Background: an optimization exercise with open tools, aiming at small area and a short achievable clock period. Do not read the settings as production practice.
Function was checked by simulation only, so behaviour that the tests miss may differ from the original.
Power figures rest on the tool's default switching activity, not on a simulated workload.

==> flow/design.v <==
package cep_define;
typedef enum logic [11:0] {
    CSR_PMPCFG0   = 12'h3A0,
    CSR_PMPCFG1   = 12'h3A1,
    CSR_PMPCFG2   = 12'h3A2,
    CSR_PMPCFG3   = 12'h3A3,
    CSR_PMPADDR0  = 12'h3B0,
    CSR_PMPADDR1  = 12'h3B1,
    CSR_PMPADDR2  = 12'h3B2,
    CSR_PMPADDR3  = 12'h3B3,
    CSR_PMPADDR4  = 12'h3B4,
    CSR_PMPADDR5  = 12'h3B5,
    CSR_PMPADDR6  = 12'h3B6,
    CSR_PMPADDR7  = 12'h3B7,
    CSR_PMPADDR8  = 12'h3B8,
    CSR_PMPADDR9  = 12'h3B9,
    CSR_PMPADDR10 = 12'h3BA,
    CSR_PMPADDR11 = 12'h3BB,
    CSR_PMPADDR12 = 12'h3BC,
    CSR_PMPADDR13 = 12'h3BD,
    CSR_PMPADDR14 = 12'h3BE,
    CSR_PMPADDR15 = 12'h3BF
} pmp_csr_e;
typedef enum logic[1:0] { 
    OFF,
    TOR,
    NA4,
    NAPOT
 } mode;
typedef struct packed {
    logic        L;       
    logic [1:0]  reserved;  
    mode         A;       
    logic        X;       
    logic        W;       
    logic        R;       
} pmpcfg;
typedef enum logic[1:0] { 
   READ,
   WRITE,
   EXECUTE,
   NOTHING
} operations;
endpackage
module lt32 (
    input  logic [31:0] x, y,
    output logic        lt
);
    logic [31:0] g, p;
    logic [15:0] g1, p1;
    logic [7:0]  g2, p2;
    logic [3:0]  g3, p3;
    logic [1:0]  g4, p4;
    always_comb begin
        g = y & ~x;
        p = y | ~x;
        for (int b = 0; b < 16; b++) begin
            g1[b] = g[2*b+1] | (p[2*b+1] & g[2*b]);
            p1[b] = p[2*b+1] & p[2*b];
        end
        for (int b = 0; b < 8; b++) begin
            g2[b] = g1[2*b+1] | (p1[2*b+1] & g1[2*b]);
            p2[b] = p1[2*b+1] & p1[2*b];
        end
        for (int b = 0; b < 4; b++) begin
            g3[b] = g2[2*b+1] | (p2[2*b+1] & g2[2*b]);
            p3[b] = p2[2*b+1] & p2[2*b];
        end
        for (int b = 0; b < 2; b++) begin
            g4[b] = g3[2*b+1] | (p3[2*b+1] & g3[2*b]);
            p4[b] = p3[2*b+1] & p3[2*b];
        end
        lt = g4[1] | (p4[1] & g4[0]);
    end
endmodule
module entry_cmp (
    input  logic [31:0] addr, e,
    input  logic [31:0] lob,         
    input  logic [31:0] u,           
    output logic        lower, below
);
    logic lt_lo;
    lt32 c_lo (.x(addr), .y(lob), .lt(lt_lo));
    lt32 c_hi (.x(e),    .y(u),   .lt(below));
    assign lower = ~lt_lo;
endmodule
module entry_reg (
    input  logic [31:0] a,
    input  logic [1:0]  mode,
    output logic [31:0] lob, u,
    output logic        valid,       
    output logic        up_all       
);
    logic [31:0] am;
    logic [32:0] pre, c;
    logic        na4, napot, big, cout, base_zero;
    assign na4   = (mode == 2'd2);
    assign napot = (mode == 2'd3);
    assign pre[0] = 1'b1;
    for (genvar b = 0; b < 32; b++) begin : g_pre
        assign pre[b+1] = pre[b] & a[b];
        assign am[b] = a[b] & ~(napot & pre[b]);
    end
    assign c[0] = 1'b0;
    for (genvar b = 1; b <= 32; b++) begin : g_inc
        logic st;
        if (b == 2) begin : g_s2
            assign st = na4;
        end else if (b >= 3 && b < 32) begin : g_sn
            assign st = napot & pre[b-3] & ~a[b-3];
        end else begin : g_s0
            assign st = 1'b0;
        end
        assign c[b] = st | (c[b-1] & a[b-1]);
    end
    for (genvar b = 0; b < 32; b++) begin : g_u
        assign u[b] = am[b] ^ c[b];
    end
    assign cout      = c[32];
    assign big       = napot & pre[29];             
    assign base_zero = ~(am[31] | am[30]);
    assign valid     = big ? base_zero : (~cout | (u == 32'b0));
    assign up_all    = cout | big;
    for (genvar b = 0; b < 32; b++) begin : g_lob
        assign lob[b] = a[b] & ~(napot & valid & pre[b]);
    end
endmodule
module pmp_match (
    input  logic [511:0] pmpaddr,      
    input  logic [127:0] pmpcfg,       
    input  logic [31:0]  addr,
    input  logic [1:0]   size, oper, priv_mode,
    output logic [1:0]   permission
);
    logic [31:0] e;
    logic        wrap;
    pmp_end u_end (.addr, .size, .e, .wrap);
    logic [15:0] match, grant, lower, below, valid, up_all;
    genvar i;
    generate
        for (i = 0; i < 16; i++) begin : g_entry
            logic [31:0] lob, u;
            logic [7:0]  cfg;
            logic        tor, lsel;
            assign cfg = pmpcfg[8*i +: 8];
            entry_reg u_reg (.a(pmpaddr[32*i +: 32]), .mode(cfg[4:3]), .lob, .u,
                             .valid(valid[i]), .up_all(up_all[i]));
            entry_cmp u_cmp (.addr, .e, .lob, .u, .lower(lower[i]), .below(below[i]));
            assign tor = (cfg[4:3] == 2'd1);
            if (i == 0) begin : g_l0
                assign lsel = tor | lower[0];
            end else begin : g_ln
                assign lsel = tor ? lower[i-1] : lower[i];
            end
            assign match[i] = (cfg[4:3] != 2'd0) && !wrap && valid[i] && lsel &&
                              (up_all[i] || below[i]);
            assign grant[i] = ((priv_mode == 2'b00) && !cfg[7]) ||
                              (oper == 2'd0 && cfg[0]) ||
                              (oper == 2'd1 && cfg[1]) ||
                              (oper == 2'd2 && cfg[2]);
        end
    endgenerate
    logic granted;
    always_comb begin
        granted = 1'b1;       
        for (int k = 15; k >= 0; k--)
            if (match[k]) granted = grant[k];
    end
    assign permission = granted ? 2'b11 : oper;
endmodule
module pmp_end (
    input  logic [31:0] addr,
    input  logic [1:0]  size,
    output logic [31:0] e,
    output logic        wrap
);
    logic [32:2] cy;           
    assign e[0]  = addr[0] ^ size[0];
    assign e[1]  = addr[1] ^ size[1] ^ (addr[0] & size[0]);
    assign cy[2] = (addr[1] & size[1]) | ((addr[1] | size[1]) & addr[0] & size[0]);
    for (genvar b = 3; b <= 32; b++) begin : g_cy
        assign cy[b] = cy[2] & (&addr[b-1:2]);
    end
    for (genvar b = 2; b < 32; b++) begin : g_e
        assign e[b] = addr[b] ^ cy[b];
    end
    assign wrap = cy[32];
endmodule
module pmp (
    input  logic                 clock, reset, wr_en,
    input  logic          [1:0]  oper, size, priv_mode,
    input  logic unsigned [31:0] addr, rw_addr,
    input  logic          [31:0] wdata,
    output logic          [31:0] rdata,
    output logic          [1:0]  permission
);
    logic [3:0][31:0]  pmpcfg;
    logic [15:0][31:0] pmpaddr;
    logic        csr_hi, is_cfg, is_addr, m0, wr_ok, rd_ok;
    logic [31:0] wd;
    assign csr_hi  = (rw_addr[31:6] == 26'hE);                                
    assign is_addr = csr_hi && (rw_addr[5:4] == 2'b11);                       
    assign is_cfg  = csr_hi && (rw_addr[5:4] == 2'b10) && (rw_addr[3:2] == 2'b00);  
    assign m0      = (priv_mode == 2'b00);
    assign wr_ok   = wr_en && m0;
    assign rd_ok   = !wr_en && m0;
    assign wd      = reset ? 32'b0 : wdata;
    always_ff @(posedge clock) begin
        for (int k = 0; k < 4; k++)
            if (reset || (wr_ok && is_cfg && rw_addr[1:0] == k &&
                          !(pmpcfg[k][7] || pmpcfg[k][15] || pmpcfg[k][23] || pmpcfg[k][31])))
                pmpcfg[k] <= wd;
        for (int k = 0; k < 16; k++)
            if (reset || (wr_ok && is_addr && rw_addr[3:0] == k && !pmpcfg[k/4][8*(k%4)+7]))
                pmpaddr[k] <= wd;
    end
    logic [31:0] ra, rc;
    assign ra    = pmpaddr[rw_addr[3:0]];
    assign rc    = pmpcfg[rw_addr[1:0]];
    assign rdata = (rd_ok && is_addr) ? ra : (rd_ok && is_cfg) ? rc : 32'b0;
    pmp_match u_match (.pmpaddr(pmpaddr), .pmpcfg(pmpcfg), .addr, .size, .oper, .priv_mode,
                       .permission);
endmodule
==> flow/constraint.sdc <==
create_clock -name core_clock -period 18.0 [get_ports {clock}]
set_input_delay 3.6000 -clock core_clock [delete_from_list [all_inputs] [get_ports {clock}]]
set_output_delay 3.6000 -clock core_clock [all_outputs]
set_load 0.01 [all_outputs]
==> flow/run.sh <==
#!/bin/bash
# synth_recipe.tcl (not shown) runs the flow's synth.tcl, then flattens the netlist and writes it again
# the make line also repeats each setting of config.mk as NAME=value (left out here)
make -C /OpenROAD-flow-scripts/flow DESIGN_CONFIG=/design/flow/config.mk WORK_HOME=/design/flow/orfs CLKGATE_MAP_FILE= SYNTH_SCRIPT=/design/flow/synth_recipe.tcl finish
==> flow/config.mk <==
export PLATFORM = sky130hd
export DESIGN_NAME = pmp
export DESIGN_NICKNAME = pmp
export VERILOG_FILES = /design/flow/design.v
export SDC_FILE = /design/flow/constraint.sdc
export NUM_CORES = 4
export LEC_CHECK = 0
export ABC_AREA = 1
export CAP_MARGIN = 20
export CORE_MARGIN = 2
export CORE_UTILIZATION = 25
export PLACE_DENSITY = 0.35
export SLEW_MARGIN = 20
export SYNTH_HIERARCHICAL = 1
export SYNTH_MINIMUM_KEEP_SIZE = 0
==> flow_summary.html, run 1 <==
<table>
<tr><th>Metric</th><th>Value</th></tr>
<tr><th colspan="2">Worst hold path</th></tr>
<tr><td>Depth of the worst hold-timing path</td><td>3</td></tr>
<tr><td>Worst hold start</td><td>pmpcfg[7]$_DFFE_PP_</td></tr>
<tr><td>Hold Path Class</td><td>reg -&gt; reg</td></tr>
<tr><td>Worst Hold Path EP</td><td>pmpcfg[4]$_DFFE_PP_</td></tr>
<tr><th colspan="2">Place</th></tr>
<tr><td>Final HPWL from detailed placement</td><td>391000 um</td></tr>
<tr><td>Port-buffer cells</td><td>138</td></tr>
<tr><td>Gp weighted congestion</td><td>1.01</td></tr>
<tr><td>Pre-CTS setup slack</td><td>just under 4 ns</td></tr>
<tr><th colspan="2">CTS</th></tr>
<tr><td>Count of H-tree levels built during CTS</td><td>3</td></tr>
<tr><td>Total of cells resized after clock tree synthesis</td><td>0</td></tr>
<tr><td>Cts bufs inserted</td><td>100</td></tr>
<tr><td>Total of hold buffers inserted after clock tree synthesis</td><td>0</td></tr>
<tr><td>Worst-path clk slew</td><td>about 0.060 ns</td></tr>
<tr><td>Clock insertion delay at the later pin of the skew report</td><td>0.89 ns</td></tr>
<tr><td>Clock root buffer</td><td>clkbuf_16</td></tr>
<tr><td>CTS tree</td><td>built</td></tr>
<tr><td>Post-CTS Setup Inserts</td><td>0</td></tr>
<tr><td>Buffer depth of the longest clock path</td><td>4</td></tr>
<tr><td>TritonCTS sink count</td><td>640</td></tr>
<tr><th colspan="2">Logic synthesis</th></tr>
<tr><td>Area fraction of the dominant cell type after synthesis</td><td>0.247</td></tr>
<tr><td>Gate count after technology mapping</td><td>14.6k</td></tr>
<tr><td>Syn_area_per_cell</td><td>~5.7 sq um</td></tr>
<tr><td>Post-synthesis register bit count</td><td>640</td></tr>
<tr><td>Netlist area before placement</td><td>0.0826 sq mm</td></tr>
<tr><td>Warnings, synthesis</td><td>9</td></tr>
<tr><td>Largest cells by area after synthesis</td><td>nand2_1, edfxtp_1, inv_1</td></tr>
<tr><td>Distinct cells, synth</td><td>61</td></tr>
<tr><td>Synthesized net count</td><td>14.7k</td></tr>
<tr><td>Proportion of synthesized chip area in sequential cells</td><td>0.233</td></tr>
<tr><td>Cell type contributing the most total cell area after synthesis</td><td>nand2_1</td></tr>
<tr><th colspan="2">Layout</th></tr>
<tr><td>Final-layout fill cell count</td><td>approximately 38k</td></tr>
<tr><td>Most frequent cells in the layout</td><td>nand2_1, inv_1, nor2_1</td></tr>
<tr><td>Share of cells above drive strength 1</td><td>0.116</td></tr>
<tr><td>Number of nets in the layout</td><td>14.9k</td></tr>
<tr><td>Most common cell after layout, fill and taps aside</td><td>nand2_1</td></tr>
<tr><td>Signed area change from the synthesized netlist to the final layout</td><td>12.8%</td></tr>
<tr><th colspan="2">Routing</th></tr>
<tr><td>Count of unresolved DRC violations after routing</td><td>0</td></tr>
<tr><td>Via density per instance</td><td>4.86</td></tr>
<tr><td>Routed Wire Length</td><td>~520000 um</td></tr>
<tr><td>Number of detailed-route iterations in the first pass</td><td>6</td></tr>
<tr><td>Antenna violation net count after detailed routing</td><td>0</td></tr>
<tr><td>Detail-routed net length per standard cell</td><td>27.2 um</td></tr>
<tr><td>Starting DRT DRC Count</td><td>9023</td></tr>
<tr><td>Count of vias placed by the detailed router</td><td>between 90k and 100k</td></tr>
<tr><th colspan="2">Worst setup path</th></tr>
<tr><td>Critical path peak fanout</td><td>29</td></tr>
<tr><td>Most frequent cell on the critical path</td><td>nand2_1</td></tr>
<tr><td>Endpoint of the lowest-slack register-to-register path</td><td>pmpaddr[509]$_DFFE_PP_</td></tr>
<tr><td>R2R Path Start</td><td>pmpcfg[127]$_DFFE_PP_</td></tr>
<tr><td>Crit path DAT</td><td>11.39 ns</td></tr>
<tr><td>Critical Path Source Type</td><td>register</td></tr>
<tr><td>Largest stage delay on the critical path</td><td>~0.77 ns</td></tr>
<tr><td>Number of cells traversed by the worst register-to-register path</td><td>4</td></tr>
<tr><td>Type of the setup path with the least slack</td><td>reg -&gt; out</td></tr>
<tr><td>Standard cell with the maximum stage delay on the critical path</td><td>nand3_2</td></tr>
<tr><td>Required time at the endpoint of the critical path</td><td>14.40 ns</td></tr>
<tr><td>Register-to-Register Setup Slack</td><td>between 15 and 20 ns</td></tr>
<tr><td>Worst setup EP type</td><td>primary output</td></tr>
<tr><th colspan="2">Die</th></tr>
<tr><td>Die Y</td><td>579 um</td></tr>
<tr><td>Total Die Area</td><td>0.335 sq mm</td></tr>
<tr><td>Number of placement rows</td><td>roughly 210</td></tr>
<tr><td>Boundary pin count</td><td>139</td></tr>
<tr><td>Die width</td><td>between 500 and 600 um</td></tr>
<tr><td>Starting density of the core</td><td>0.251</td></tr>
<tr><td>Core outline area</td><td>0.330 sq mm</td></tr>
<tr><th colspan="2">Global route</th></tr>
<tr><td>Remaining global-route overflow</td><td>0</td></tr>
<tr><td>Vias in the first global route</td><td>roughly 88k</td></tr>
<tr><td>Total routing resource utilization after global routing</td><td>0.305</td></tr>
<tr><td>Wire length of the first global-routing pass</td><td>708000 um</td></tr>
<tr><td>Largest net degree at the start of global routing</td><td>108</td></tr>
<tr><td>Antenna violations before repair</td><td>61</td></tr>
<tr><th colspan="2">Timing</th></tr>
<tr><td>Final-report setup violation count</td><td>0</td></tr>
<tr><td>Final cycle utilization of the critical path</td><td>0.833</td></tr>
<tr><td>Total negative slack for setup checks</td><td>0 ns</td></tr>
<tr><td>Worst relative slew slack</td><td>0.202</td></tr>
<tr><td>Peak Freq</td><td>66.7 MHz</td></tr>
<tr><td>Setup skew after layout</td><td>0.0687 ns</td></tr>
<tr><td>Final Slew Violations</td><td>0</td></tr>
<tr><td>Final min period</td><td>approximately 15 ns</td></tr>
<tr><td>Worst-margin pin slew</td><td>1.19 ns</td></tr>
<tr><td>Setup WS post-layout</td><td>around 3.0 ns</td></tr>
<tr><td>Number of hold violations in the final report</td><td>0</td></tr>
<tr><td>Setup repair after global routing missed its margin</td><td>false</td></tr>
<tr><th colspan="2">Power and ir drop</th></tr>
<tr><td>Leakage power</td><td>around 47 nW</td></tr>
<tr><td>Power density over the cells</td><td>approximately 66 mW/mm^2</td></tr>
<tr><td>Worst ir drop on vdd</td><td>0.0675 mV</td></tr>
<tr><th colspan="2">Run status</th></tr>
<tr><td>Outcome</td><td>finished clean</td></tr>
<tr><th colspan="2">Run</th></tr>
<tr><td>Number of max-cap violations</td><td>0</td></tr>
</table>
-- area by class of cell --
class	instances	area, sq um	area share
antenna	55	138	0.00148
inverter	2394	9000	0.0966
tap	4366	5460	0.0586
sequential	640	19200	0.206
clock buffer	115	2560	0.0275
clock inverter	68	763	0.00819
multi-input combinational	11300	53200	0.571
timing repair buffer	330	2800	0.0300
-- cell families (layout without fill, tap and decap cells) --
family                   count (synthesis)  after routing  share of synthesized area
AND/OR/NAND/NOR                       9382           9382                      0.489
buffers and inverters                 2620           2907                      0.130
AO/OA/AOI/OAI                         1746           1746                      0.131
flip-flops                             640            640                      0.233
XOR/XNOR                               167            167                     0.0177
adder cells (fa/ha/maj)                  4              4                   0.000606
other                                    0             55                          0
-- per-module statistics from Yosys (local to each module, per instance) --
module     cell area (sq um)  copies in the design  flip-flops and latches
pmp_end                  946                     1                       0
entry_reg               1970                    16                       0
entry_cmp               3.75                    16                       0
pmp                    27100                     1                     640
lt32                     688                    32                       0
pmp_match               1030                     1                       0
-- synthesized netlist by cell type (all sizes together) --
master,count
a2111o,1
a2111oi,3
a211oi,2
a21o,1
a21oi,1001
a221o,3
a221oi,5
a22o,1
a22oi,28
a31oi,52
and2,32
and3,1
buf,207
clkbuf,19
clkinv,16
edfxtp,640
ha,4
inv,2378
nand2,6071
nand3,651
nand3b,21
nand4,155
nor2,1841
nor2b,32
nor3,226
nor3b,49
nor4,101
o2111ai,5
o211ai,17
o21ai,511
o21bai,17
o221ai,1
o22ai,98
or2,186
or4,16
xnor2,82
xor2,85
-- flip-flops by register name, summed over array words and instances, names as in the netlist --
name and flops:
pmpaddr 512, pmpcfg 128
-- routing by layer --
layer  wire length [um]  share of wire  track usage
met1             214000           0.41        0.370
met3              28000          0.053       0.0318
met4              37600          0.072        0.203
met2             244000           0.47        0.509
met5                 33       0.000063            0
-- metrics by stage --
step	total power, W	cells	util	hold WS [ns]	instance area, sq um
2_1_floorplan	0.00307	14600	-	1.33	82600
3_3_place_gp	0.00407	19000	0.272	1.09	89700
3_5_place_dp	0.00404	19000	0.272	1.08	89700
4_1_cts	0.00619	19200	0.282	1.08	93000
5_1_grt	0.00642	19200	0.282	1.13	93000
6_report	0.00616	19300	0.283	1.06	93200
-- worst max path at each step --
stage / start / depth (start not counted) / end
global route: pmpcfg[108]$_DFFE_PP_ / 97 / permission[1]
detailed placement: pmpcfg[108]$_DFFE_PP_ / 91 / permission[1]
finish: pmpcfg[108]$_DFFE_PP_ / 97 / permission[1]
floorplan: size[1] / 36 / permission[0]
CTS: pmpcfg[108]$_DFFE_PP_ / 93 / permission[1]
global placement: pmpcfg[108]$_DFFE_PP_ / 91 / permission[1]
-- critical path: cells and delay by family, from the launching register on --
family / cells / cell delay (ns)
simple gates: 92 / 8.87
buf+inv: 5 / 1.04
flops: 1 / 0.56
-- report_power, final --
group | leakage [nW] | switching, W | internal, W
clock network | 1.60 | 0.000902 | 0.00122
logic | 38.8 | 0.00152 | 0.000510
registers | 6.17 | 0.000223 | 0.00178
total | 46.6 | 0.00265 | 0.00352
==> inputs of run 2 (changes only) <==
--- a/flow/design.v
+++ b/flow/design.v
@@ -74,4 +74,21 @@
     end
 endmodule
+module pre_and32 (
+    input  logic [31:0] x,
+    output logic [32:0] pre
+);
+    logic [7:0] blk;
+    logic [8:0] bp;
+    assign bp[0] = 1'b1;
+    for (genvar m = 0; m < 8; m++) begin : g_blk
+        assign blk[m]  = &x[4*m +: 4];
+        assign bp[m+1] = bp[m] & blk[m];
+        assign pre[4*m]     = bp[m];
+        assign pre[4*m + 1] = bp[m] & x[4*m];
+        assign pre[4*m + 2] = bp[m] & x[4*m] & x[4*m+1];
+        assign pre[4*m + 3] = bp[m] & x[4*m] & x[4*m+1] & x[4*m+2];
+    end
+    assign pre[32] = bp[8];
+endmodule
 module entry_cmp (
     input  logic [31:0] addr, e,
@@ -92,34 +109,35 @@
     output logic        up_all       
 );
-    logic [31:0] am;
-    logic [32:0] pre, c;
-    logic        na4, napot, big, cout, base_zero;
+    logic [32:0] pre, pres;
+    logic [31:0] am, as, ms, v2;
+    logic        tor, na4, napot, inc, big, base_zero, cout;
+    assign tor   = (mode == 2'd1);
     assign na4   = (mode == 2'd2);
     assign napot = (mode == 2'd3);
-    assign pre[0] = 1'b1;
-    for (genvar b = 0; b < 32; b++) begin : g_pre
-        assign pre[b+1] = pre[b] & a[b];
+    assign inc   = na4 | napot;
+    pre_and32 u_pre (.x(a), .pre);
+    assign ms[0] = 1'b1;
+    assign ms[1] = 1'b1;
+    for (genvar b = 2; b < 32; b++) begin : g_ms
+        assign ms[b] = napot & pre[b-2];
+    end
+    for (genvar b = 0; b < 32; b++) begin : g_am
         assign am[b] = a[b] & ~(napot & pre[b]);
     end
-    assign c[0] = 1'b0;
-    for (genvar b = 1; b <= 32; b++) begin : g_inc
-        logic st;
-        if (b == 2) begin : g_s2
-            assign st = na4;
-        end else if (b >= 3 && b < 32) begin : g_sn
-            assign st = napot & pre[b-3] & ~a[b-3];
-        end else begin : g_s0
-            assign st = 1'b0;
-        end
-        assign c[b] = st | (c[b-1] & a[b-1]);
-    end
+    assign as = a | ms;
+    pre_and32 u_pres (.x(as), .pre(pres));
     for (genvar b = 0; b < 32; b++) begin : g_u
-        assign u[b] = am[b] ^ c[b];
-    end
-    assign cout      = c[32];
+        assign u[b] = am[b] ^ (inc & ~ms[b] & pres[b]);
+    end
+    assign cout = inc & pres[32];
+    assign v2[0] = a[0] & ~napot;
+    assign v2[1] = a[1] & (~napot | ~pre[1]);
+    for (genvar b = 2; b < 32; b++) begin : g_v2
+        assign v2[b] = a[b] & napot & pre[b-2] & ~pre[b];
+    end
     assign big       = napot & pre[29];             
-    assign base_zero = ~(am[31] | am[30]);
-    assign valid     = big ? base_zero : (~cout | (u == 32'b0));
-    assign up_all    = cout | big;
+    assign base_zero = ~(a[31] & ~pre[31]) & ~(a[30] & ~pre[30]);
+    assign valid     = tor | (big ? base_zero : ~(cout & (|v2)));
+    assign up_all    = big | cout;
     for (genvar b = 0; b < 32; b++) begin : g_lob
         assign lob[b] = a[b] & ~(napot & valid & pre[b]);
@@ -161,10 +179,28 @@
         end
     endgenerate
+    logic [15:0] m1, g1;
+    logic [7:0]  m2, g2;
+    logic [3:0]  m3, g3;
+    logic [1:0]  m4, g4;
+    always_comb begin
+        for (int k = 0; k < 16; k++) begin
+            m1[k] = match[k];
+            g1[k] = grant[k];
+        end
+        for (int k = 0; k < 8; k++) begin
+            m2[k] = m1[2*k] | m1[2*k+1];
+            g2[k] = m1[2*k] ? g1[2*k] : g1[2*k+1];
+        end
+        for (int k = 0; k < 4; k++) begin
+            m3[k] = m2[2*k] | m2[2*k+1];
+            g3[k] = m2[2*k] ? g2[2*k] : g2[2*k+1];
+        end
+        for (int k = 0; k < 2; k++) begin
+            m4[k] = m3[2*k] | m3[2*k+1];
+            g4[k] = m3[2*k] ? g3[2*k] : g3[2*k+1];
+        end
+    end
     logic granted;
-    always_comb begin
-        granted = 1'b1;       
-        for (int k = 15; k >= 0; k--)
-            if (match[k]) granted = grant[k];
-    end
+    assign granted    = m4[0] ? g4[0] : (m4[1] ? g4[1] : 1'b1);
     assign permission = granted ? 2'b11 : oper;
 endmodule
@@ -175,15 +211,14 @@
     output logic        wrap
 );
-    logic [32:2] cy;           
-    assign e[0]  = addr[0] ^ size[0];
-    assign e[1]  = addr[1] ^ size[1] ^ (addr[0] & size[0]);
-    assign cy[2] = (addr[1] & size[1]) | ((addr[1] | size[1]) & addr[0] & size[0]);
-    for (genvar b = 3; b <= 32; b++) begin : g_cy
-        assign cy[b] = cy[2] & (&addr[b-1:2]);
-    end
+    logic [32:0] pre;          
+    logic        c2;           
+    pre_and32 u_pre (.x({2'b11, addr[31:2]}), .pre);
+    assign e[0] = addr[0] ^ size[0];
+    assign e[1] = addr[1] ^ size[1] ^ (addr[0] & size[0]);
+    assign c2   = (addr[1] & size[1]) | ((addr[1] | size[1]) & addr[0] & size[0]);
     for (genvar b = 2; b < 32; b++) begin : g_e
-        assign e[b] = addr[b] ^ cy[b];
-    end
-    assign wrap = cy[32];
+        assign e[b] = addr[b] ^ (c2 & pre[b-2]);
+    end
+    assign wrap = c2 & pre[30];
 endmodule
 module pmp (
==> flow/flow/run.sh (new file) <==
#!/bin/bash
# Own flow: the standard layout (standard.sh), with one change to synthesis:
# ABC maps for area ("map -a", keeping the balanced structure the RTL describes) instead of
# the delay script, and adders are left to ABC instead of being extracted into
# half/full-adder cells. Everything else (floorplan, power grid, placement,
# CTS, routing) is the standard flow.
set -euo pipefail
W=$PWD
S=$W/scripts_area
rm -rf "$S"
cp -r "$FLOW_HOME/scripts" "$S"
cp "$W/flow/abc_area_map.script" "$S/abc_speed.script"
sed -i 's/^  extract_fa {\*}\[dont_use_extract_fa_args\]$/  # extract_fa skipped by this flow/' "$S/synth.tcl"
grep -q "extract_fa skipped by this flow" "$S/synth.tcl"
bash standard.sh finish SCRIPTS_DIR="$S" > "$W/standard_flow.log" 2>&1
==> flow/flow/abc_area_map.script (new file) <==
strash
map -a
topo
==> flow/standard.sh (new file) <==
#!/bin/bash
# synth_recipe.tcl (not shown) runs the flow's synth.tcl, then flattens the netlist and writes it again
# the make line also repeats each setting of config.mk as NAME=value (left out here)
make -C /OpenROAD-flow-scripts/flow DESIGN_CONFIG=/design/flow/config.mk WORK_HOME=/design/flow/orfs CLKGATE_MAP_FILE= SYNTH_SCRIPT=/design/flow/synth_recipe.tcl "${@:-finish}"
==> flow/config.mk (replaced) <==
export PLATFORM = sky130hd
export DESIGN_NAME = pmp
export DESIGN_NICKNAME = pmp
export VERILOG_FILES = /design/flow/design.v
export SDC_FILE = /design/flow/constraint.sdc
export NUM_CORES = 4
export LEC_CHECK = 0
export CAP_MARGIN = 20
export CORE_MARGIN = 2
export CORE_UTILIZATION = 40
export PLACE_DENSITY = 0.55
export SETUP_SLACK_MARGIN = 5
export SLEW_MARGIN = 20
removed: flow/run.sh
==> run 2 against run 1 <==
  * Critical endpoint is now permission[0]
  * Synthesized cell count down 27%
  * Power is 3.7% lower
  * Largest power group is now combinational logic
  * Clock skew down 0.034 ns
  * Design area fell by 11%
  * Final cell count is 29% lower
  * Critical path type is now in -> out
  * Utilization up 19 points
  * Worst hold slack worse by 0.19 ns
  * Still clean
  * Clock power is 9.9% lower
  * First-iteration DRC count is 60% higher
  * Register-to-register slack hardly changed
==> flow_summary.html, run 2 <==
<table>
<tr><th>Metric</th><th>Value</th></tr>
<tr><th colspan="2">Global route</th></tr>
<tr><td>Antenna violations before repair</td><td>53 (-13%)</td></tr>
<tr><td>Remaining global-route overflow</td><td>0 (unchanged)</td></tr>
<tr><td>Total routing resource utilization after global routing</td><td>0.477 (+0.173)</td></tr>
<tr><td>Largest net degree at the start of global routing</td><td>131 (+21%)</td></tr>
<tr><td>Vias in the first global route</td><td>79.5k (-9.1%)</td></tr>
<tr><td>Wire length of the first global-routing pass</td><td>604000 um (-15%)</td></tr>
<tr><th colspan="2">Logic synthesis</th></tr>
<tr><td>Synthesized net count</td><td>10.7k (-27%)</td></tr>
<tr><td>Proportion of synthesized chip area in sequential cells</td><td>0.275 (+0.0423)</td></tr>
<tr><td>Area fraction of the dominant cell type after synthesis</td><td>0.275 (+0.0280)</td></tr>
<tr><td>Gate count after technology mapping</td><td>10.6k (-27%)</td></tr>
<tr><td>Distinct cells, synth</td><td>41 (-33%)</td></tr>
<tr><td>Largest cells by area after synthesis</td><td>edfxtp_1, nor2_1, clkinv_1</td></tr>
<tr><td>Syn_area_per_cell</td><td>6.60 sq um (+16%)</td></tr>
<tr><td>Cell type contributing the most total cell area after synthesis</td><td>edfxtp_1</td></tr>
<tr><td>Post-synthesis register bit count</td><td>640 (unchanged)</td></tr>
<tr><td>Warnings, synthesis</td><td>3 (-6)</td></tr>
<tr><td>Most frequent cell after synthesis</td><td>nor2_1</td></tr>
<tr><td>Top cells by count, synth</td><td>nor2_1, clkinv_1, nand2_1, a21oi_1, o21ai_0</td></tr>
<tr><td>Fraction of synthesis flops using an asynchronous set or reset pin</td><td>0 (unchanged)</td></tr>
<tr><td>Number of synthesized flops with an enable pin</td><td>640 (unchanged)</td></tr>
<tr><td>Synth Flop Type</td><td>edfxtp_1</td></tr>
<tr><td>Netlist area before placement</td><td>0.0699 sq mm (-15%)</td></tr>
<tr><th colspan="2">Worst setup path</th></tr>
<tr><td>Type of the setup path with the least slack</td><td>in -&gt; out</td></tr>
<tr><td>Cell chain of the critical path</td><td>buf_2 -&gt; buf_4 -&gt; clkinv_1 -&gt; nor4_1 -&gt; a31oi_1 -&gt; nor2_4 -&gt; clkinv_2 -&gt; a21oi_1 -&gt; o211a_1 -&gt; nor3b_2 -&gt; o21ai_0 -&gt; nand3_1 -&gt; a31oi_1 -&gt; a311o_2 -&gt; nand2_1 -&gt; nor2_1 -&gt; o22ai_2 -&gt; nand3_4 -&gt; a21oi_4 -&gt; nand2_1 -&gt; dlymetal6s2s_1</td></tr>
<tr><td>Crit path DAT</td><td>9.19 ns (-2.20 ns)</td></tr>
<tr><td>Worst setup EP type</td><td>primary output</td></tr>
<tr><td>WP buf/inv</td><td>5 (unchanged)</td></tr>
<tr><td>Required time at the endpoint of the critical path</td><td>14.40 ns (about the same)</td></tr>
<tr><td>Standard cell with the maximum stage delay on the critical path</td><td>buf_2</td></tr>
<tr><td>Cell type group with the largest total delay on the critical path</td><td>buffers and inverters</td></tr>
<tr><td>Critical Path Source Type</td><td>input pin</td></tr>
<tr><td>Largest stage delay on the critical path</td><td>0.64 ns (-0.13 ns)</td></tr>
<tr><td>Critical path peak fanout</td><td>20 (-31%)</td></tr>
<tr><th colspan="2">Timing</th></tr>
<tr><td>Worst-margin pin slew</td><td>1.33 ns (+0.142 ns)</td></tr>
<tr><td>Hold slack</td><td>0.870 ns (-0.190 ns)</td></tr>
<tr><td>Peak Freq</td><td>78.2 MHz (+17%)</td></tr>
<tr><td>Final cycle utilization of the critical path</td><td>0.710 (-0.122)</td></tr>
<tr><td>Final Slew Violations</td><td>0 (unchanged)</td></tr>
<tr><td>Total negative slack for setup checks</td><td>0 ns (unchanged)</td></tr>
<tr><td>Final min period</td><td>12.79 ns (-2.20 ns)</td></tr>
<tr><td>Number of hold violations in the final report</td><td>0 (unchanged)</td></tr>
<tr><td>Setup skew after layout</td><td>0.0343 ns (-0.0345 ns)</td></tr>
<tr><td>Worst relative slew slack</td><td>0.110 (-0.0916)</td></tr>
<tr><td>Setup repair after global routing missed its margin</td><td>false</td></tr>
<tr><td>Final-report setup violation count</td><td>0 (unchanged)</td></tr>
<tr><th colspan="2">Layout</th></tr>
<tr><td>Most common cell after layout, fill and taps aside</td><td>nor2_1</td></tr>
<tr><td>Number of nets in the layout</td><td>11.3k (-24%)</td></tr>
<tr><td>Biggest register</td><td>pmpaddr</td></tr>
<tr><td>Largest registers</td><td>pmpaddr (512), pmpcfg (128)</td></tr>
<tr><td>Largest register FFs</td><td>512 (unchanged)</td></tr>
<tr><td>Share of cells above drive strength 1</td><td>0.0869 (-0.0291)</td></tr>
<tr><td>Most frequent cells in the layout</td><td>nor2_1, nand2_1, clkinv_1</td></tr>
<tr><td>Signed area change from the synthesized netlist to the final layout</td><td>18.2%</td></tr>
<tr><td>Final-layout fill cell count</td><td>18.0k (-53%)</td></tr>
<tr><th colspan="2">Routing</th></tr>
<tr><td>Count of vias placed by the detailed router</td><td>91.0k (-2.8%)</td></tr>
<tr><td>Count of unresolved DRC violations after routing</td><td>0 (unchanged)</td></tr>
<tr><td>Antenna violation net count after detailed routing</td><td>0 (unchanged)</td></tr>
<tr><td>Number of detailed-route iterations in the first pass</td><td>9 (+3)</td></tr>
<tr><td>Via density per instance</td><td>6.69 (+38%)</td></tr>
<tr><td>Routed Wire Length</td><td>447000 um (-15%)</td></tr>
<tr><td>Starting DRT DRC Count</td><td>14.4k (+60%)</td></tr>
<tr><td>Detail-routed net length per standard cell</td><td>32.9 um (+21%)</td></tr>
<tr><th colspan="2">CTS</th></tr>
<tr><td>TritonCTS sink count</td><td>640 (unchanged)</td></tr>
<tr><td>Clock insertion delay at the later pin of the skew report</td><td>0.78 ns (-0.11 ns)</td></tr>
<tr><td>Cts bufs inserted</td><td>88 (-12%)</td></tr>
<tr><td>CTS tree</td><td>built</td></tr>
<tr><td>Clock root buffer</td><td>clkbuf_16</td></tr>
<tr><td>Worst-path clk slew</td><td>0.06 ns (about the same)</td></tr>
<tr><td>Count of H-tree levels built during CTS</td><td>3 (unchanged)</td></tr>
<tr><td>Buffer depth of the longest clock path</td><td>3 (-1)</td></tr>
<tr><th colspan="2">Run status</th></tr>
<tr><td>Outcome</td><td>finished clean</td></tr>
<tr><th colspan="2">Die</th></tr>
<tr><td>Boundary pin count</td><td>139 (unchanged)</td></tr>
<tr><td>Total Die Area</td><td>0.178 sq mm (-47%)</td></tr>
<tr><td>Number of placement rows</td><td>153 (-27%)</td></tr>
<tr><td>Die Y</td><td>422 um (-27%)</td></tr>
<tr><td>Die width</td><td>422 um (-27%)</td></tr>
<tr><td>Starting density of the core</td><td>0.402 (+0.152)</td></tr>
<tr><td>Core outline area</td><td>0.174 sq mm (-47%)</td></tr>
<tr><th colspan="2">Power and ir drop</th></tr>
<tr><td>Power density over the cells</td><td>71.9 mW/mm^2 (+8.6%)</td></tr>
<tr><td>Worst ir drop on vdd</td><td>0.0825 mV (+22%)</td></tr>
<tr><td>Leakage power</td><td>27.8 nW (-40%)</td></tr>
<tr><th colspan="2">Place</th></tr>
<tr><td>Port-buffer cells</td><td>138 (unchanged)</td></tr>
<tr><td>Final HPWL from detailed placement</td><td>325000 um (-17%)</td></tr>
<tr><td>Gp weighted congestion</td><td>1.11 (+10%)</td></tr>
<tr><th colspan="2">Run</th></tr>
<tr><td>Number of max-cap violations</td><td>0 (unchanged)</td></tr>
<tr><th colspan="2">Worst hold path</th></tr>
<tr><td>Hold Path Class</td><td>reg -&gt; reg</td></tr>
</table>
-- run 2: cells by family (layout without fill, tap and decap cells) --
group	Yosys count	after routing	synth area share
compound gates	2520	2520	0.221
mux	232	232	0.0332
fa+ha+maj	12	12	0.00172
other cells	0	56	0
flops	640	640	0.275
simple gates	5179	5182	0.325
buf+inv	1502	2130	0.0806
xor+xnor	509	512	0.0638
-- run 2: worst paths after layout --
path                          endpoint  depth (start not counted)            startpoint  slack (ns)
setup reg to reg  pmpcfg[75]$_DFFE_PP_                          4  pmpcfg[71]$_DFFE_PP_       15.38
hold / removal    pmpcfg[30]$_DFFE_PP_                          2  pmpcfg[15]$_DFFE_PP_        0.87
setup / recovery         permission[0]                         21              addr[28]        5.21
hold reg to reg   pmpcfg[30]$_DFFE_PP_                          2  pmpcfg[15]$_DFFE_PP_        0.87
-- run 2: per-stage QoR --
stage / total power [W] / instance area, sq um / utilization / cells / setup slack [ns]
3_5_place_dp: 0.00381 / 76700 / 0.441 / 13300 / 2.47
2_1_floorplan: 0.00289 / 69900 / - / 10600 / 5.27
3_3_place_gp: 0.00381 / 76700 / 0.441 / 13300 / 2.48
6_report: 0.00594 / 82600 / 0.475 / 13600 / 5.21
4_1_cts: 0.00575 / 80900 / 0.466 / 13500 / 5.00
5_1_grt: 0.00605 / 82500 / 0.474 / 13600 / 5.06
-- run 2: where the power goes --
group | leakage, nW | internal, W | total, W | switching, W
registers | 6.17 | 0.00178 | 0.00193 | 0.000144
clock network | 1.41 | 0.00108 | 0.00191 | 0.000829
logic | 20.2 | 0.000541 | 0.00210 | 0.00156
-- run 2: layout make-up --
| class | count | area, sq um | share of cell area |
|---|---|---|---|
| Timing Repair inverter | 3 | 18.8 | 0.000227 |
| Antenna cell | 56 | 140 | 0.00170 |
| Timing Repair Buffer | 463 | 4090 | 0.0495 |
| Sequential cell | 640 | 19200 | 0.233 |
| Multi-Input combinational cell | 8458 | 47500 | 0.575 |
| Inverter | 1502 | 5760 | 0.0697 |
| Clock inverter | 58 | 684 | 0.00828 |
| Clock buffer | 104 | 2280 | 0.0276 |
| Tap cell | 2325 | 2910 | 0.0352 |
-- run 2: routing by layer --
metal / global-route usage / routed length (um) / up-vias
li1: - / - / 39500
met1: 0.593 / 164000 / 42700
met2: 0.658 / 175000 / 7166
met3: 0.178 / 64800 / 1757
met4: 0.380 / 43200 / 18
met5: 0.00645 / 270 / -
-- run 2: worst reg2reg max path: stages (launching register included) --
cell and delay (ns):
edfxtp_1 0.53, clkinv_1 0.12, nand3_1 0.09, o41ai_2 0.91, buf_4 0.58
-- run 2: repair_timing --
action                                  CTS  global route
cloned                                    8             4
gates resized for setup                 168           264
endpoints found under the setup margin    2             2
pin swaps                                26            49
hold buffers                              0             0
setup buffers                            49            62
==> inputs of run 3 (changes only) <==
--- a/flow/design.v
+++ b/flow/design.v
@@ -110,5 +110,5 @@
 );
     logic [32:0] pre, pres;
-    logic [31:0] am, as, ms, v2;
+    logic [31:0] as, ms, v2;
     logic        tor, na4, napot, inc, big, base_zero, cout;
     assign tor   = (mode == 2'd1);
@@ -122,11 +122,8 @@
         assign ms[b] = napot & pre[b-2];
     end
-    for (genvar b = 0; b < 32; b++) begin : g_am
-        assign am[b] = a[b] & ~(napot & pre[b]);
-    end
     assign as = a | ms;
     pre_and32 u_pres (.x(as), .pre(pres));
     for (genvar b = 0; b < 32; b++) begin : g_u
-        assign u[b] = am[b] ^ (inc & ~ms[b] & pres[b]);
+        assign u[b] = lob[b] ^ (inc & ~ms[b] & pres[b]);
     end
     assign cout = inc & pres[32];
--- a/flow/flow/run.sh
+++ b/flow/flow/run.sh
@@ -4,5 +4,5 @@
 # the delay script, and adders are left to ABC instead of being extracted into
 # half/full-adder cells. Everything else (floorplan, power grid, placement,
-# CTS, routing) is the standard flow.
+# CTS, routing) is the standard flow, with repair_timing asked for more slack.
 set -euo pipefail
 W=$PWD
@@ -13,3 +13,4 @@
 sed -i 's/^  extract_fa {\*}\[dont_use_extract_fa_args\]$/  # extract_fa skipped by this flow/' "$S/synth.tcl"
 grep -q "extract_fa skipped by this flow" "$S/synth.tcl"
-bash standard.sh finish SCRIPTS_DIR="$S" > "$W/standard_flow.log" 2>&1
+# repair_timing aims for 7 ns of setup slack (the 18 ns clock and the SDC are unchanged)
+bash standard.sh finish SCRIPTS_DIR="$S" SETUP_SLACK_MARGIN=7 > "$W/standard_flow.log" 2>&1
--- a/flow/config.mk
+++ b/flow/config.mk
@@ -10,4 +10,3 @@
 export CORE_UTILIZATION = 40
 export PLACE_DENSITY = 0.55
-export SETUP_SLACK_MARGIN = 5
 export SLEW_MARGIN = 20
==> run 3 against run 2 <==
  * Now fails the layout checks on capacitance limit, slew limit
  * Non-clock buffer count grew 360
  * Clock-buffer cell count shrank 11
  * Clock skew shrank 0.0045 ns
  * Register-to-register slack lost 0.06 ns
  * First-iteration DRC count grew 16%
  * Critical path depth grew 2
  * Design area grew 8.9%
  * Power grew 3.8%
  * Worst setup slack gained 1.1 ns
  * Worst hold slack gained 0.047 ns
  * Global-route usage grew 2.4 points
  * Critical path type unchanged
  * Critical endpoint unchanged
  * Largest cell class unchanged
  * Largest power group unchanged
==> flow_summary.html, run 3 <==
<table>
<tr><th>Metric</th><th>Value</th></tr>
<tr><th colspan="2">Logic synthesis</th></tr>
<tr><td>Top cells by count, synth</td><td>nand2_1, clkinv_1, nor2_1, o21ai_0, a21oi_1</td></tr>
<tr><td>Most frequent cell after synthesis</td><td>nand2_1</td></tr>
<tr><td>Largest cells by area after synthesis</td><td>edfxtp_1, nand2_1, clkinv_1</td></tr>
<tr><td>Proportion of synthesized chip area in sequential cells</td><td>0.286 (+0.0106)</td></tr>
<tr><td>Fraction of synthesis flops using an asynchronous set or reset pin</td><td>0 (unchanged)</td></tr>
<tr><td>Syn_area_per_cell</td><td>6.93 sq um (+5.0%)</td></tr>
<tr><td>Area fraction of the dominant cell type after synthesis</td><td>0.286 (+0.0106)</td></tr>
<tr><td>Synthesized net count</td><td>9824 (-8.2%)</td></tr>
<tr><td>Post-synthesis register bit count</td><td>640 (unchanged)</td></tr>
<tr><td>Netlist area before placement</td><td>0.0673 sq mm (-3.7%)</td></tr>
<tr><td>Cell type contributing the most total cell area after synthesis</td><td>edfxtp_1</td></tr>
<tr><td>Warnings, synthesis</td><td>3 (unchanged)</td></tr>
<tr><td>Synth Flop Type</td><td>edfxtp_1</td></tr>
<tr><td>Distinct cells, synth</td><td>41 (unchanged)</td></tr>
<tr><td>Gate count after technology mapping</td><td>9719 (-8.3%)</td></tr>
<tr><td>Number of synthesized flops with an enable pin</td><td>640 (unchanged)</td></tr>
<tr><th colspan="2">Power and ir drop</th></tr>
<tr><td>Relative contribution of sequential cells to total power</td><td>0.308 (-0.016)</td></tr>
<tr><td>Net switching power figure</td><td>0.00264 W (+4.5%)</td></tr>
<tr><td>Clk pwr share</td><td>0.309 (-0.013)</td></tr>
<tr><td>Leakage power</td><td>29.1 nW (+4.4%)</td></tr>
<tr><td>Power density over the cells</td><td>68.5 mW/mm^2 (-4.7%)</td></tr>
<tr><td>Worst ir drop on vdd</td><td>0.0818 mV (-0.86%)</td></tr>
<tr><td>Combinational cell fraction of total power</td><td>0.383 (+0.030)</td></tr>
<tr><td>Net Sw Frac</td><td>0.429 (+0.00270)</td></tr>
<tr><td>Power, Total</td><td>0.00616 W (+3.8%)</td></tr>
<tr><td>Internal power</td><td>0.00352 W (+3.3%)</td></tr>
<tr><th colspan="2">CTS</th></tr>
<tr><td>Cts bufs inserted</td><td>84 (-4.5%)</td></tr>
<tr><td>Clock root buffer</td><td>clkbuf_16</td></tr>
<tr><td>CTS tree</td><td>built</td></tr>
<tr><td>Buffer depth of the longest clock path</td><td>3 (unchanged)</td></tr>
<tr><td>Total of hold buffers inserted after clock tree synthesis</td><td>0 (unchanged)</td></tr>
<tr><td>TritonCTS sink count</td><td>640 (unchanged)</td></tr>
<tr><td>Count of H-tree levels built during CTS</td><td>3 (unchanged)</td></tr>
<tr><td>Worst-path clk slew</td><td>0.06 ns (about the same)</td></tr>
<tr><td>Clock insertion delay at the later pin of the skew report</td><td>0.79 ns (about the same)</td></tr>
<tr><th colspan="2">Timing</th></tr>
<tr><td>Worst-margin pin slew</td><td>1.50 ns (+0.163 ns)</td></tr>
<tr><td>Worst relative slew slack</td><td>-0.00891 (-0.119)</td></tr>
<tr><td>Final cycle utilization of the critical path</td><td>0.650 (-0.0608)</td></tr>
<tr><td>Final Slew Violations</td><td>1 (+1)</td></tr>
<tr><td>Number of hold violations in the final report</td><td>0 (unchanged)</td></tr>
<tr><td>Final-report setup violation count</td><td>0 (unchanged)</td></tr>
<tr><td>Peak Freq</td><td>85.5 MHz (+9.4%)</td></tr>
<tr><td>Hold slack</td><td>0.916 ns (+0.0468 ns)</td></tr>
<tr><td>Setup skew after layout</td><td>0.0297 ns (-0.00451 ns)</td></tr>
<tr><td>Setup repair after global routing missed its margin</td><td>true</td></tr>
<tr><td>Total negative slack for setup checks</td><td>0 ns (unchanged)</td></tr>
<tr><td>Final min period</td><td>11.69 ns (-1.09 ns)</td></tr>
<tr><th colspan="2">Die</th></tr>
<tr><td>Starting density of the core</td><td>0.403 (about the same)</td></tr>
<tr><td>Core outline area</td><td>0.167 sq mm (-3.8%)</td></tr>
<tr><td>Die width</td><td>414 um (-1.9%)</td></tr>
<tr><td>Boundary pin count</td><td>139 (unchanged)</td></tr>
<tr><td>Number of placement rows</td><td>150 (-2.0%)</td></tr>
<tr><td>Die Y</td><td>414 um (-1.9%)</td></tr>
<tr><td>Total Die Area</td><td>0.172 sq mm (-3.7%)</td></tr>
<tr><th colspan="2">Worst setup path</th></tr>
<tr><td>Launching instance or port of the critical path</td><td>addr[24]</td></tr>
<tr><td>R2R Path Start</td><td>pmpcfg[47]$_DFFE_PP_</td></tr>
<tr><td>Register-to-Register Setup Slack</td><td>15.32 ns (-0.06 ns)</td></tr>
<tr><td>Endpoint of the most critical setup path</td><td>permission[0]</td></tr>
<tr><td>Worst setup EP type</td><td>primary output</td></tr>
<tr><td>Critical path peak fanout</td><td>11 (-45%)</td></tr>
<tr><td>Required time at the endpoint of the critical path</td><td>14.40 ns (about the same)</td></tr>
<tr><td>Number of cells traversed by the worst register-to-register path</td><td>3 (-1)</td></tr>
<tr><td>Type of the setup path with the least slack</td><td>in -&gt; out</td></tr>
<tr><td>Endpoint of the lowest-slack register-to-register path</td><td>pmpcfg[60]$_DFFE_PP_</td></tr>
<tr><td>Critical Path Source Type</td><td>input pin</td></tr>
<tr><td>Crit path DAT</td><td>8.09 ns (-1.10 ns)</td></tr>
<tr><th colspan="2">Global route</th></tr>
<tr><td>Largest net degree at the start of global routing</td><td>152 (+16%)</td></tr>
<tr><td>Grt met3 use</td><td>0.231 (+0.0525)</td></tr>
<tr><td>Wire length of the first global-routing pass</td><td>613000 um (+1.5%)</td></tr>
<tr><td>Total routing resource utilization after global routing</td><td>0.501 (+0.0238)</td></tr>
<tr><td>Remaining global-route overflow</td><td>0 (unchanged)</td></tr>
<tr><td>Most crowded layer after global routing</td><td>met2</td></tr>
<tr><td>Met2 routing resource usage after global routing</td><td>0.655 (-0.00345)</td></tr>
<tr><td>Met1 Track Usage GR</td><td>0.638 (+0.0453)</td></tr>
<tr><td>Antenna violations before repair</td><td>66 (+25%)</td></tr>
<tr><td>Vias in the first global route</td><td>80.0k (+0.55%)</td></tr>
<tr><th colspan="2">Run status</th></tr>
<tr><td>Outcome</td><td>failed layout checks</td></tr>
<tr><td>Layout checks that failed</td><td>capacitance limit, slew limit</td></tr>
<tr><th colspan="2">Layout</th></tr>
<tr><td>Area occupied by multi-input gates</td><td>0.0511 sq mm (+7.5%)</td></tr>
<tr><td>Most frequent cells in the layout</td><td>nand2_1, clkinv_1, o21ai_0</td></tr>
<tr><td>Reg area</td><td>0.0192 sq mm (unchanged)</td></tr>
<tr><td>Biggest register</td><td>pmpaddr</td></tr>
<tr><td>Number of nets in the layout</td><td>10.8k (-4.4%)</td></tr>
<tr><td>Signed area change from the synthesized netlist to the final layout</td><td>33.7%</td></tr>
<tr><td>Largest registers</td><td>pmpaddr (512), pmpcfg (128)</td></tr>
<tr><td>Largest register FFs</td><td>512 (unchanged)</td></tr>
<tr><td>Final-layout fill cell count</td><td>16.0k (-11%)</td></tr>
<tr><td>Most common cell after layout, fill and taps aside</td><td>nand2_1</td></tr>
<tr><td>Share of cells above drive strength 1</td><td>0.219 (+0.132)</td></tr>
<tr><th colspan="2">Run</th></tr>
<tr><td>Number of max-cap violations</td><td>2 (+2)</td></tr>
<tr><th colspan="2">Routing</th></tr>
<tr><td>Detail-routed net length per standard cell</td><td>35.3 um (+7.4%)</td></tr>
<tr><td>Routed Wire Length</td><td>460000 um (+2.9%)</td></tr>
<tr><td>Count of unresolved DRC violations after routing</td><td>0 (unchanged)</td></tr>
<tr><td>Starting DRT DRC Count</td><td>16.7k (+16%)</td></tr>
<tr><td>Antenna violation net count after detailed routing</td><td>0 (unchanged)</td></tr>
<tr><td>Number of detailed-route iterations in the first pass</td><td>8 (-1)</td></tr>
<tr><td>Count of vias placed by the detailed router</td><td>92.4k (+1.5%)</td></tr>
<tr><td>Via density per instance</td><td>7.08 (+5.9%)</td></tr>
<tr><th colspan="2">Worst hold path</th></tr>
<tr><td>Hold Path Class</td><td>reg -&gt; reg</td></tr>
<tr><th colspan="2">Place</th></tr>
<tr><td>Gp weighted congestion</td><td>1.11 (-0.37%)</td></tr>
<tr><td>Final HPWL from detailed placement</td><td>311000 um (-4.1%)</td></tr>
<tr><td>Port-buffer cells</td><td>138 (unchanged)</td></tr>
</table>
[run 3: per-layer routing]
layer | share of wire | vias up
met4 | 0.090 | 32
met2 | 0.37 | 8713
met5 | 0.0013 | -
li1 | - | 38200
met1 | 0.36 | 43400
met3 | 0.17 | 2070
[run 3: layout make-up]
type                            count  area share
Multi-Input combinational cell   7776       0.567
Sequential cell                   640       0.214
Timing Repair Buffer              823      0.0880
Inverter                         1310      0.0613
Tap cell                         2204      0.0306
Clock buffer                       93      0.0237
Clock inverter                     62     0.00926
Antenna cell                      115     0.00320
Timing Repair inverter             22     0.00284
[run 3: repair_timing]
| item | in CTS | in global routing |
|---|---|---|
| gates cloned | 27 | 13 |
| buffers inserted | 266 | 178 |
| endpoints found under the setup margin | 23 | 25 |
| pin swaps | 199 | 252 |
| endpoints found under the hold margin | 0 | 0 |
| gates resized for setup | 1470 | 783 |
[run 3: how the worst min path moves through the flow]
stage	from	endpoint	slack, ns	depth (start not counted)
final	pmpcfg[55]$_DFFE_PP_	pmpcfg[38]$_DFFE_PP_	0.92	2
after global routing	pmpcfg[63]$_DFFE_PP_	pmpcfg[37]$_DFFE_PP_	0.91	1
after CTS	pmpcfg[55]$_DFFE_PP_	pmpcfg[55]$_DFFE_PP_	0.90	2
after detailed placement	pmpcfg[55]$_DFFE_PP_	pmpcfg[55]$_DFFE_PP_	0.88	2
after global placement	pmpcfg[7]$_DFFE_PP_	pmpcfg[6]$_DFFE_PP_	0.85	2
after floorplan	pmpcfg[71]$_DFFE_PP_	pmpaddr[256]$_DFFE_PP_	1.35	1
[run 3: kinds of logic after synthesis]
group	after synthesis	synth area share
and+or+nand+nor	4078	0.270
AOI/OAI and AO/OA	2937	0.268
buffers and inverters	1310	0.0730
DFF	640	0.286
xor gates and xnor gates	510	0.0664
muxes	236	0.0351
adders and majority gates	8	0.00119
[run 3: metrics by stage]
step                cells  setup slack (ns)   util  instance area, sq um
finish              13000              6.31  0.538                 90000
global route        12900              6.27  0.537                 89700
CTS                 12700              6.69  0.509                 85100
detailed placement  12300              3.01  0.444                 74200
global placement    12300              3.13  0.443                 74200
floorplan            9719              7.01      -                 67700
[run 3: critical path: stages]
cell and delay (ns):
buf_4 0.38, nand4_1 0.41, nor2_4 0.31, clkinv_4 0.10, nor2_4 0.18, buf_6 0.13
a21boi_4 0.06, nor2_4 0.25, clkinv_4 0.22, a21oi_4 0.22, o221ai_4 0.16, nor4_4 0.46
o21ai_2 0.17, a41oi_2 0.32, nor2_1 0.09, a21oi_1 0.15, or2_4 0.15, a21oi_2 0.04
nor2_1 0.13, nor2_2 0.06, a21oi_4 0.21, nand2_1 0.08, buf_2 0.14
[run 3: power by group through the flow]
stage | combinational [W] | sequential [W] | clock (W)
final | 0.00236 | 0.00190 | 0.00191
after global routing | 0.00239 | 0.00190 | 0.00195
after CTS | 0.00208 | 0.00189 | 0.00190
after detailed placement | 0.00182 | 0.00193 | 0
after global placement | 0.00181 | 0.00193 | 0
after floorplan | 0.000959 | 0.00189 | 0
==> inputs of run 4 (changes only) <==
--- a/flow/design.v
+++ b/flow/design.v
@@ -91,4 +91,22 @@
     assign pre[32] = bp[8];
 endmodule
+module pre_and32_fast (
+    input  logic [31:0] x,
+    output logic [32:0] pre
+);
+    logic [31:0] l [0:5];
+    always_comb begin
+        l[0] = x;
+        for (int k = 0; k < 5; k++)
+            for (int b = 0; b < 32; b++)
+                if ((b >> k) & 1)
+                    l[k+1][b] = l[k][b] & l[k][((b >> k) << k) - 1];
+                else
+                    l[k+1][b] = l[k][b];
+        pre[0] = 1'b1;
+        for (int b = 0; b < 32; b++)
+            pre[b+1] = l[5][b];
+    end
+endmodule
 module entry_cmp (
     input  logic [31:0] addr, e,
@@ -210,5 +228,5 @@
     logic [32:0] pre;          
     logic        c2;           
-    pre_and32 u_pre (.x({2'b11, addr[31:2]}), .pre);
+    pre_and32_fast u_pre (.x({2'b11, addr[31:2]}), .pre);
     assign e[0] = addr[0] ^ size[0];
     assign e[1] = addr[1] ^ size[1] ^ (addr[0] & size[0]);
--- a/flow/flow/run.sh
+++ b/flow/flow/run.sh
@@ -13,4 +13,6 @@
 sed -i 's/^  extract_fa {\*}\[dont_use_extract_fa_args\]$/  # extract_fa skipped by this flow/' "$S/synth.tcl"
 grep -q "extract_fa skipped by this flow" "$S/synth.tcl"
-# repair_timing aims for 7 ns of setup slack (the 18 ns clock and the SDC are unchanged)
-bash standard.sh finish SCRIPTS_DIR="$S" SETUP_SLACK_MARGIN=7 > "$W/standard_flow.log" 2>&1
+# repair_timing aims for 7 ns of setup slack (the 18 ns clock and the SDC are unchanged);
+# every port still gets its own buffer, a buf_2 instead of the default delay buffer
+bash standard.sh finish SCRIPTS_DIR="$S" SETUP_SLACK_MARGIN=7 \
+    BUFFER_PORTS_ARGS="-buffer_cell sky130_fd_sc_hd__buf_2" > "$W/standard_flow.log" 2>&1
==> run 4 against run 3 <==
  * Now clean on timing, DRC and antenna
  * Design area fell by 2.2%
  * Synthesized area about the same
  * Register-to-register slack got worse by 0.05 ns
  * Fmax shrank 0.54%
  * Worst setup slack worse by 0.064 ns
  * Sequential share of layout area is 0.48 points higher
  * Worst hold slack worse by 0.022 ns
  * Utilization is 1.2 points lower
  * Clock-buffer cell count rose by 7
  * Synthesized cell count grew 0.12%
  * Non-clock buffer count fell by 26
  * Sequential power about the same
  * Largest power group unchanged
  * Highest routed layer unchanged
==> flow_summary.html, run 4 <==
<table>
<tr><th>Metric</th><th>Value</th></tr>
<tr><th colspan="2">Run status</th></tr>
<tr><td>Outcome</td><td>finished clean</td></tr>
<tr><th colspan="2">Global route</th></tr>
<tr><td>Antenna violations before repair</td><td>65 (-1.5%)</td></tr>
<tr><td>Total routing resource utilization after global routing</td><td>0.489 (-0.0125)</td></tr>
<tr><td>Vias in the first global route</td><td>79.4k (-0.69%)</td></tr>
<tr><td>Remaining global-route overflow</td><td>0 (unchanged)</td></tr>
<tr><td>Largest net degree at the start of global routing</td><td>106 (-30%)</td></tr>
<tr><td>Wire length of the first global-routing pass</td><td>598000 um (-2.4%)</td></tr>
<tr><th colspan="2">Worst setup path</th></tr>
<tr><td>Standard cell with the maximum stage delay on the critical path</td><td>buf_4</td></tr>
<tr><td>R2R Path Start</td><td>pmpcfg[31]$_DFFE_PP_</td></tr>
<tr><td>Worst setup EP type</td><td>primary output</td></tr>
<tr><td>Register-to-Register Setup Slack</td><td>15.27 ns (-0.05 ns)</td></tr>
<tr><td>Number of cells traversed by the worst register-to-register path</td><td>3 (unchanged)</td></tr>
<tr><td>Largest stage delay on the critical path</td><td>0.62 ns (+0.16 ns)</td></tr>
<tr><td>Required time at the endpoint of the critical path</td><td>14.40 ns (about the same)</td></tr>
<tr><td>Critical Path Source Type</td><td>input pin</td></tr>
<tr><td>Type of the setup path with the least slack</td><td>in -&gt; out</td></tr>
<tr><td>Endpoint of the lowest-slack register-to-register path</td><td>pmpcfg[27]$_DFFE_PP_</td></tr>
<tr><td>Cell chain of the critical path</td><td>buf_2 -&gt; buf_6 -&gt; inv_2 -&gt; buf_4 -&gt; xor2_4 -&gt; buf_12 -&gt; nand2_1 -&gt; nand3_1 -&gt; o21ai_0 -&gt; a21oi_1 -&gt; o21ai_0 -&gt; a21oi_2 -&gt; nand4_1 -&gt; nand4_1 -&gt; nand2_2 -&gt; inv_4 -&gt; nand3_4 -&gt; buf_4 -&gt; nor2_4 -&gt; nor2_2 -&gt; a21oi_4 -&gt; buf_12 -&gt; nand2_4 -&gt; buf_6</td></tr>
<tr><td>Crit path DAT</td><td>8.16 ns (+0.07 ns)</td></tr>
<tr><td>Critical path peak fanout</td><td>22 (+11)</td></tr>
<tr><th colspan="2">Power and ir drop</th></tr>
<tr><td>Worst ir drop on vdd</td><td>0.102 mV (+25%)</td></tr>
<tr><td>Leakage power</td><td>28.6 nW (-1.4%)</td></tr>
<tr><td>Power density over the cells</td><td>68.2 mW/mm^2 (-0.49%)</td></tr>
<tr><th colspan="2">Logic synthesis</th></tr>
<tr><td>Warnings, synthesis</td><td>5 (+2)</td></tr>
<tr><td>Netlist area before placement</td><td>0.0674 sq mm (about the same)</td></tr>
<tr><td>Top cells by count, synth</td><td>nand2_1, clkinv_1, nor2_1, o21ai_0, a21oi_1</td></tr>
<tr><td>Distinct cells, synth</td><td>41 (unchanged)</td></tr>
<tr><td>Synthesized net count</td><td>9836 (+0.12%)</td></tr>
<tr><td>Fraction of synthesis flops using an asynchronous set or reset pin</td><td>0 (unchanged)</td></tr>
<tr><td>Proportion of synthesized chip area in sequential cells</td><td>0.285 (about the same)</td></tr>
<tr><td>Largest cells by area after synthesis</td><td>edfxtp_1, nand2_1, clkinv_1</td></tr>
<tr><td>Number of synthesized flops with an enable pin</td><td>640 (unchanged)</td></tr>
<tr><td>Most frequent cell after synthesis</td><td>nand2_1</td></tr>
<tr><td>Cell type contributing the most total cell area after synthesis</td><td>edfxtp_1</td></tr>
<tr><td>Area fraction of the dominant cell type after synthesis</td><td>0.285 (about the same)</td></tr>
<tr><td>Post-synthesis register bit count</td><td>640 (unchanged)</td></tr>
<tr><td>Syn_area_per_cell</td><td>6.92 sq um (about the same)</td></tr>
<tr><td>Gate count after technology mapping</td><td>9731 (+0.12%)</td></tr>
<tr><td>Synth Flop Type</td><td>edfxtp_1</td></tr>
<tr><th colspan="2">Timing</th></tr>
<tr><td>Total negative slack for setup checks</td><td>0 ns (unchanged)</td></tr>
<tr><td>Final Slew Violations</td><td>0 (-1)</td></tr>
<tr><td>Worst relative slew slack</td><td>0.146 (+0.155)</td></tr>
<tr><td>Worst-margin pin slew</td><td>1.25 ns (-0.252 ns)</td></tr>
<tr><td>Setup skew after layout</td><td>0.0302 ns (+0.000453 ns)</td></tr>
<tr><td>Final cycle utilization of the critical path</td><td>0.653 (+0.00354)</td></tr>
<tr><td>Setup repair after global routing missed its margin</td><td>true</td></tr>
<tr><td>Final-report setup violation count</td><td>0 (unchanged)</td></tr>
<tr><td>Hold slack</td><td>0.894 ns (-0.0219 ns)</td></tr>
<tr><td>Peak Freq</td><td>85.1 MHz (-0.54%)</td></tr>
<tr><td>Final min period</td><td>11.76 ns (+0.0637 ns)</td></tr>
<tr><td>Number of hold violations in the final report</td><td>0 (unchanged)</td></tr>
<tr><th colspan="2">Routing</th></tr>
<tr><td>Detail-routed net length per standard cell</td><td>34.6 um (-1.9%)</td></tr>
<tr><td>Antenna violation net count after detailed routing</td><td>0 (unchanged)</td></tr>
<tr><td>Number of detailed-route iterations in the first pass</td><td>10 (+2)</td></tr>
<tr><td>Starting DRT DRC Count</td><td>15.2k (-8.9%)</td></tr>
<tr><td>Count of unresolved DRC violations after routing</td><td>0 (unchanged)</td></tr>
<tr><td>Routed Wire Length</td><td>449000 um (-2.4%)</td></tr>
<tr><td>Via density per instance</td><td>6.98 (-1.5%)</td></tr>
<tr><td>Count of vias placed by the detailed router</td><td>90.6k (-2.0%)</td></tr>
<tr><th colspan="2">Die</th></tr>
<tr><td>Die width</td><td>414 um (about the same)</td></tr>
<tr><td>Total Die Area</td><td>0.172 sq mm (about the same)</td></tr>
<tr><td>Core outline area</td><td>0.167 sq mm (unchanged)</td></tr>
<tr><td>Number of placement rows</td><td>150 (unchanged)</td></tr>
<tr><td>Starting density of the core</td><td>0.403 (about the same)</td></tr>
<tr><td>Boundary pin count</td><td>139 (unchanged)</td></tr>
<tr><td>Die Y</td><td>414 um (about the same)</td></tr>
<tr><th colspan="2">Layout</th></tr>
<tr><td>Final design instance area without fill</td><td>0.0880 sq mm (-2.2%)</td></tr>
<tr><td>Most common cell after layout, fill and taps aside</td><td>nand2_1</td></tr>
<tr><td>Number of nets in the layout</td><td>10.7k (-0.20%)</td></tr>
<tr><td>Biggest register</td><td>pmpaddr</td></tr>
<tr><td>Signed area change from the synthesized netlist to the final layout</td><td>30.6%</td></tr>
<tr><td>Final cell count without fillers</td><td>13.0k (-0.52%)</td></tr>
<tr><td>Most frequent cells in the layout</td><td>nand2_1, clkinv_1, o21ai_0</td></tr>
<tr><td>Largest register FFs</td><td>512 (unchanged)</td></tr>
<tr><td>Share of cells above drive strength 1</td><td>0.218 (-0.000703)</td></tr>
<tr><td>Largest registers</td><td>pmpaddr (512), pmpcfg (128)</td></tr>
<tr><th colspan="2">Worst hold path</th></tr>
<tr><td>Worst hold start</td><td>pmpcfg[7]$_DFFE_PP_</td></tr>
<tr><td>Depth of the worst hold-timing path</td><td>2 (unchanged)</td></tr>
<tr><td>Hold Path Class</td><td>reg -&gt; reg</td></tr>
<tr><td>Worst Hold Path EP</td><td>pmpcfg[7]$_DFFE_PP_</td></tr>
<tr><th colspan="2">CTS</th></tr>
<tr><td>Buffer depth of the longest clock path</td><td>3 (unchanged)</td></tr>
<tr><td>Clock root buffer</td><td>clkbuf_16</td></tr>
<tr><td>Worst-path clk slew</td><td>0.06 ns (about the same)</td></tr>
<tr><td>Clock insertion delay at the later pin of the skew report</td><td>0.75 ns (-0.04 ns)</td></tr>
<tr><td>CTS tree</td><td>built</td></tr>
<tr><td>Count of H-tree levels built during CTS</td><td>3 (unchanged)</td></tr>
<tr><td>TritonCTS sink count</td><td>640 (unchanged)</td></tr>
<tr><td>Cts bufs inserted</td><td>86 (+2.4%)</td></tr>
<tr><th colspan="2">Place</th></tr>
<tr><td>Dpl cells</td><td>12.3k (+0.19%)</td></tr>
<tr><td>Port-buffer cells</td><td>138 (unchanged)</td></tr>
<tr><td>Final HPWL from detailed placement</td><td>311000 um (about the same)</td></tr>
<tr><td>Gp weighted congestion</td><td>1.09 (-1.7%)</td></tr>
<tr><td>Area after DPL</td><td>0.0737 sq mm (-0.63%)</td></tr>
<tr><th colspan="2">Run</th></tr>
<tr><td>Number of max-cap violations</td><td>0 (-2)</td></tr>
</table>
## run 4: cell types whose count changed in the layout (fill, tap and decap cells not counted), sizes merged, moves of 6 or more
cell / delta
diode: -43
inv: +19
clkbuf: +6
clkdlybuf4s50: -99
dlygate4sd2: -6
bufinv: -10
clkinv: -15
buf: +86
nand2: -11
## run 4: kinds of logic (layout without fill, tap and decap cells)
kind of cell / count (synthesis) / count (layout) / synth area share
flip-flops: 640 / 640 / 0.285
XOR/XNOR: 510 / 510 / 0.0663
AO/OA/AOI/OAI: 2936 / 2936 / 0.268
other: 0 / 72 / 0
buffers and inverters: 1320 / 2287 / 0.0735
AND/OR/NAND/NOR: 4080 / 4083 / 0.270
multiplexers: 237 / 237 / 0.0352
adder cells (fa/ha/maj): 8 / 8 / 0.00119
## run 4: cell type report
cell class	count	area [sq um]
inverter	1320	5480
multi-input combinational	7774	50300
timing repair buffer	797	7070
antenna	72	180
timing repair inverter	17	161
clock buffer	100	2250
fill	16100	79200
clock inverter	53	554
sequential	640	19200
tap	2204	2760
## run 4: how the worst max path moves through the flow
stage                     startpoint            end  cells past startpoint
6_report                    addr[21]  permission[1]                     24
5_1_grt        pmpaddr[37]$_DFFE_PP_  permission[1]                     39
4_1_cts                      addr[6]  permission[1]                     31
3_5_place_dp                 addr[3]  permission[0]                     26
3_3_place_gp                 addr[3]  permission[1]                     26
2_1_floorplan               addr[27]  permission[0]                     21
## run 4: where the power goes
| group | internal, W | switching [W] | total, W |
|---|---|---|---|
| clock | 0.00101 | 0.000792 | 0.00180 |
| combinational | 0.000622 | 0.00168 | 0.00230 |
| sequential | 0.00178 | 0.000118 | 0.00190 |
| total | 0.00341 | 0.00259 | 0.00600 |
## run 4: stage by stage
stage	util	setup WS, ns	power [W]
after floorplan	-	7.01	0.00285
after global placement	0.441	2.85	0.00372
after detailed placement	0.441	2.87	0.00372
after CTS	0.493	6.37	0.00570
after global routing	0.525	6.13	0.00610
final	0.526	6.24	0.00600
## run 4: worst max-delay path: cells and delay by family
kind / cells / cell delay (ns)
buffers and inverters: 9 / 2.11
AO/OA/AOI/OAI: 5 / 0.72
AND/OR/NAND/NOR: 9 / 1.23
XOR/XNOR: 1 / 0.27
## run 4: layer usage
layer / vias to the layer above / GRT usage / wire length, um
li1: 38100 / - / -
met1: 42700 / 0.604 / 159000
met2: 7917 / 0.674 / 176000
met3: 1908 / 0.174 / 68200
met4: 9 / 0.412 / 46100
met5: - / 0 / 100
## run 4: what timing repair did
item | CTS | global route
buffers inserted | 194 | 212
endpoints found under the setup margin | 26 | 15
gates resized for setup | 1060 | 942
hold buffers | 0 | 0
pin swaps | 138 | 232
cloned | 14 | 18
